Background: an optimization exercise with open tools, aiming at small area. Do not read the settings as production practice.
Only simulation tests tie the RTL to the original design; equivalence was not proved.
Power is estimated from default activity; no workload was simulated.

job 101:
Design manyakproject, start of the top module:
module manyakproject(clock_50, rst, clock_25, start, high_button, low_button, red_out, blue_out, green_out, hsync, vsync, nsync);
Size: about 310 flip-flops, roughly 33 I/O pins, about 0.027 mm^2 of cells after synthesis.
clock: 25.0 ns
lec_check: 0
abc_area: 1
cap_margin: 20
core_margin: 2
core_utilization: 40
slew_margin: 20
synth_memory_max_bits: 131072
run.sh (not shown) runs the stock make flow with config.mk's settings and CLKGATE_MAP_FILE= SYNTH_SCRIPT=/design/flow/synth_recipe.tcl, a recipe that flattens the netlist after the stock synthesis.
## Diff of input files: job 103 against job 101
# job 101
export LEC_CHECK = 0
export ABC_AREA = 1
export CAP_MARGIN = 20
export CORE_MARGIN = 2
export CORE_UTILIZATION = 40
export SLEW_MARGIN = 20
export SYNTH_MEMORY_MAX_BITS = 131072
create_clock -name core_clock -period 25.0 [get_ports {clock_50}]
# job 103
export LEC_CHECK = 0
export ABC_AREA = 1
export CAP_MARGIN = 20
export CORE_MARGIN = 2
export CORE_UTILIZATION = 40
export CTS_BUF_LIST = sky130_fd_sc_hd__clkbuf_4
export SLEW_MARGIN = 20
export SYNTH_MEMORY_MAX_BITS = 131072
create_clock -name core_clock -period 25.0 [get_ports {clock_50}]
## What came out
- Max clock-buffer cell count across job 103 and job 101: job 103
- Looking at cell at the slowest stage of the critical path, the sky130_fd_sc_hd__buf_4 result is from job 103; the sky130_fd_sc_hd__fa_1 one comes from job 101.
- Comparing job 103 and job 101, number of cell instances on the worst register-to-register path is higher on job 101.
- Job 103 — part of the total power dissipated in the clock network 2.7 points lower, job 101 as reference
- For job 103 and job 101, there was not a single run that failed to finish clean.
- Of job 103 and job 101, it is job 103 that has the higher share of power burned in combinational logic.
- Compared with job 101, job 103 shows synthesis-to-finish area growth lower by 0.48 points.
- Job 103 ends up with higher total routing usage reported by global routing than job 101 does.
- Vias after detailed routing | job 103 above job 101
- Summary of job 103 over job 101: total power after layout decreased by about 3.8% relative to the old numbers; hold slack saw a decrease.
- Maximum frequency (higher): job 103

* * *

Another version of the RTL of manyakproject (not shown whole).
For scale: roughly 3500 cells after synthesis, ~23000 sq um of cells after synthesis.
// manyakproject
module manyakproject(clock_50, rst, clock_25, start, high_button, low_button, red_out, blue_out, green_out, hsync, vsync, nsync);
clock: 25.0 ns
lec_check: 0
abc_area: 1
cap_margin: 20
core_margin: 2
core_utilization: 40
gpl_timing_driven: 0
slew_margin: 20
synth_memory_max_bits: 131072
standard.sh (not shown) runs the stock make flow with config.mk's settings and CLKGATE_MAP_FILE= SYNTH_SCRIPT=/design/flow/synth_recipe.tcl, a recipe that flattens the netlist after the stock synthesis.
==> flow/flow/run.sh <==
#!/bin/bash
# Own layout flow: the standard synthesis, then the combinational logic is
# re-mapped with ABC's area mapper (registers untouched), then the standard
# layout from floorplan to finish on that netlist, with a smaller clock tree.
set -euo pipefail
W=$(pwd)
R=orfs/results/$FLOW_PLATFORM/manyakproject/base
LIB=$FLOW_HOME/platforms/$FLOW_PLATFORM/lib/sky130_fd_sc_hd__tt_025C_1v80.lib
YOSYS=$(command -v yosys || true)
[[ -n "$YOSYS" ]] || YOSYS=$FLOW_HOME/../tools/install/yosys/bin/yosys

# 1. standard synthesis
bash standard.sh synth > log_1_standard_synth.txt 2>&1
cp $R/1_2_yosys.v std_1_2_yosys.v

# 2. re-map the logic between the registers
sed -e "s|@LIB@|$LIB|g" -e "s|@IN@|$W/std_1_2_yosys.v|" -e "s|@OUT@|$W/$R/1_2_yosys.v|" \
    -e "s|@ABC@|$W/flow/remap.abc|" -e "s|@TOP@|$FLOW_TOP|" flow/remap.ys.in > remap.ys
"$YOSYS" -l log_2_remap.txt -q remap.ys > /dev/null

# 3. standard layout on the new netlist (1_synth.odb is rebuilt from it)
rm -f $R/1_synth.odb $R/1_synth.sdc
# port buffers: buf_1; clock tree: clkbuf_8 buffers for clusters of up to 12
# registers, no dummy loads
bash standard.sh finish "BUFFER_PORTS_ARGS=-buffer_cell sky130_fd_sc_hd__buf_1" "CTS_ARGS=-sink_clustering_enable -repair_clock_nets -dont_use_dummy_load -buf_list sky130_fd_sc_hd__clkbuf_8 -sink_clustering_size 12 -sink_clustering_max_diameter 60" > log_3_standard_layout.txt 2>&1
==> flow/flow/remap.abc <==
strash
&get -n
&deepsyn -T 120
&put
dch -f
amap -m
topo
==> flow/flow/remap.ys.in <==
# Re-maps the combinational cells of the standard synthesis netlist with ABC's
# area mapper. Every register instance keeps its name and cell: the register
# cells are black boxes here, the other cells are read as their functions.
read_liberty -ignore_miss_func @LIB@
blackbox sky130_fd_sc_hd__*df* sky130_fd_sc_hd__*dl*
read_verilog @IN@
hierarchy -top @TOP@
flatten
opt_clean
abc -liberty @LIB@ -script @ABC@ -dont_use sky130_fd_sc_hd__probe_p_8 -dont_use sky130_fd_sc_hd__probec_p_8 -dont_use sky130_fd_sc_hd__lpflow_*
opt_clean -purge
hilomap -singleton -hicell sky130_fd_sc_hd__conb_1 HI -locell sky130_fd_sc_hd__conb_1 LO
insbuf -buf sky130_fd_sc_hd__buf_1 A X
tee -o remap_stat.txt stat -liberty @LIB@
write_verilog -noattr -noexpr -nohex -nodec @OUT@
Edit:
--- a/flow/flow/run.sh
+++ b/flow/flow/run.sh
@@ -22,4 +22,3 @@
 rm -f $R/1_synth.odb $R/1_synth.sdc
-# port buffers: buf_1; clock tree: clkbuf_8 buffers for clusters of up to 12
-# registers, no dummy loads
-bash standard.sh finish "BUFFER_PORTS_ARGS=-buffer_cell sky130_fd_sc_hd__buf_1" "CTS_ARGS=-sink_clustering_enable -repair_clock_nets -dont_use_dummy_load -buf_list sky130_fd_sc_hd__clkbuf_8 -sink_clustering_size 12 -sink_clustering_max_diameter 60" > log_3_standard_layout.txt 2>&1
+# clock tree: clkbuf_8 buffers for clusters of up to 12 registers, no dummy loads
+bash standard.sh finish "CTS_ARGS=-sink_clustering_enable -repair_clock_nets -dont_use_dummy_load -buf_list sky130_fd_sc_hd__clkbuf_8 -sink_clustering_size 12 -sink_clustering_max_diameter 60" > log_3_standard_layout.txt 2>&1
--- a/flow/config.mk
+++ b/flow/config.mk
@@ -11,3 +11,2 @@
 export CORE_UTILIZATION = 40
-export GPL_TIMING_DRIVEN = 0
 export SLEW_MARGIN = 20
The new run finished with timing, DRC and antenna clean.
Non-clock buffer count increases by 12.
Via count is higher by 1.7%.
Total power rises by 1.2%.
Final area is higher by 0.67%.
Core utilization came out higher by 0.29 points.
Register-to-register slack improved by 2100 ps.
Worst setup slack is better by 2100 ps.
Global-route usage grows by 1.3 points.
Edit:
--- a/flow/config.mk
+++ b/flow/config.mk
@@ -11,2 +11,3 @@
 export CORE_UTILIZATION = 40
+export GPL_TIMING_DRIVEN = 0
 export SLEW_MARGIN = 20
Outcome:
- The changed run completed without violations
- via count goes down by 0.48%
- clock skew rises by 32 ps
- cell area went down by 0.41%
- cell count decreases by 0.50%
- utilization decreases by 0.18 points
- count of clock-buffer cells in the layout drops by 5
- sequential power is about the same
- non-clock buffer count is lower by 17
- worst setup slack is worse by 2400 ps
- register-to-register slack degrades by 2400 ps
- routed wire length falls by 8.5%

-- static timing again, ports no longer ideal --
How much do the figures lean on ideal ports? The routed layouts below were timed once more, with nothing changed but the port constraints.
Step 1 sets driving cells, clkbuf_16 on the clock port and buf_2 on the other inputs (assumed; they add their load-dependent delay and slew).
Step 2, shift: input delay + t, output delay - t, t = (earliest + latest rising clock arrival at the registers) / 2. This alone moves slack from input paths to output paths.
a / b / c = no drivers / after step 1 / after step 2; a / b = the first two.
run	t (ns)	slack for setup (ns)	hold slack, ns
job 101	0.617	8.208 / 8.252 / 7.635	0.408 / 0.408 / 0.408
job 103	0.901	8.513 / 8.548 / 7.647	0.376 / 0.376 / 0.376
the first run of note 2	0.627	5.343 / 5.343 / 5.343	0.442 / 0.442 / 0.442
the second run of note 2	0.631	7.464 / 7.464 / 7.464	0.451 / 0.451 / 0.451
the third run of note 2	0.679	5.078 / 5.078 / 5.078	0.441 / 0.441 / 0.441
After both steps setup and hold are still met in every run listed. For job 103, which loses most, drivers alone change the setup slack by +0.035 ns; drivers and shift together by -0.866 ns.
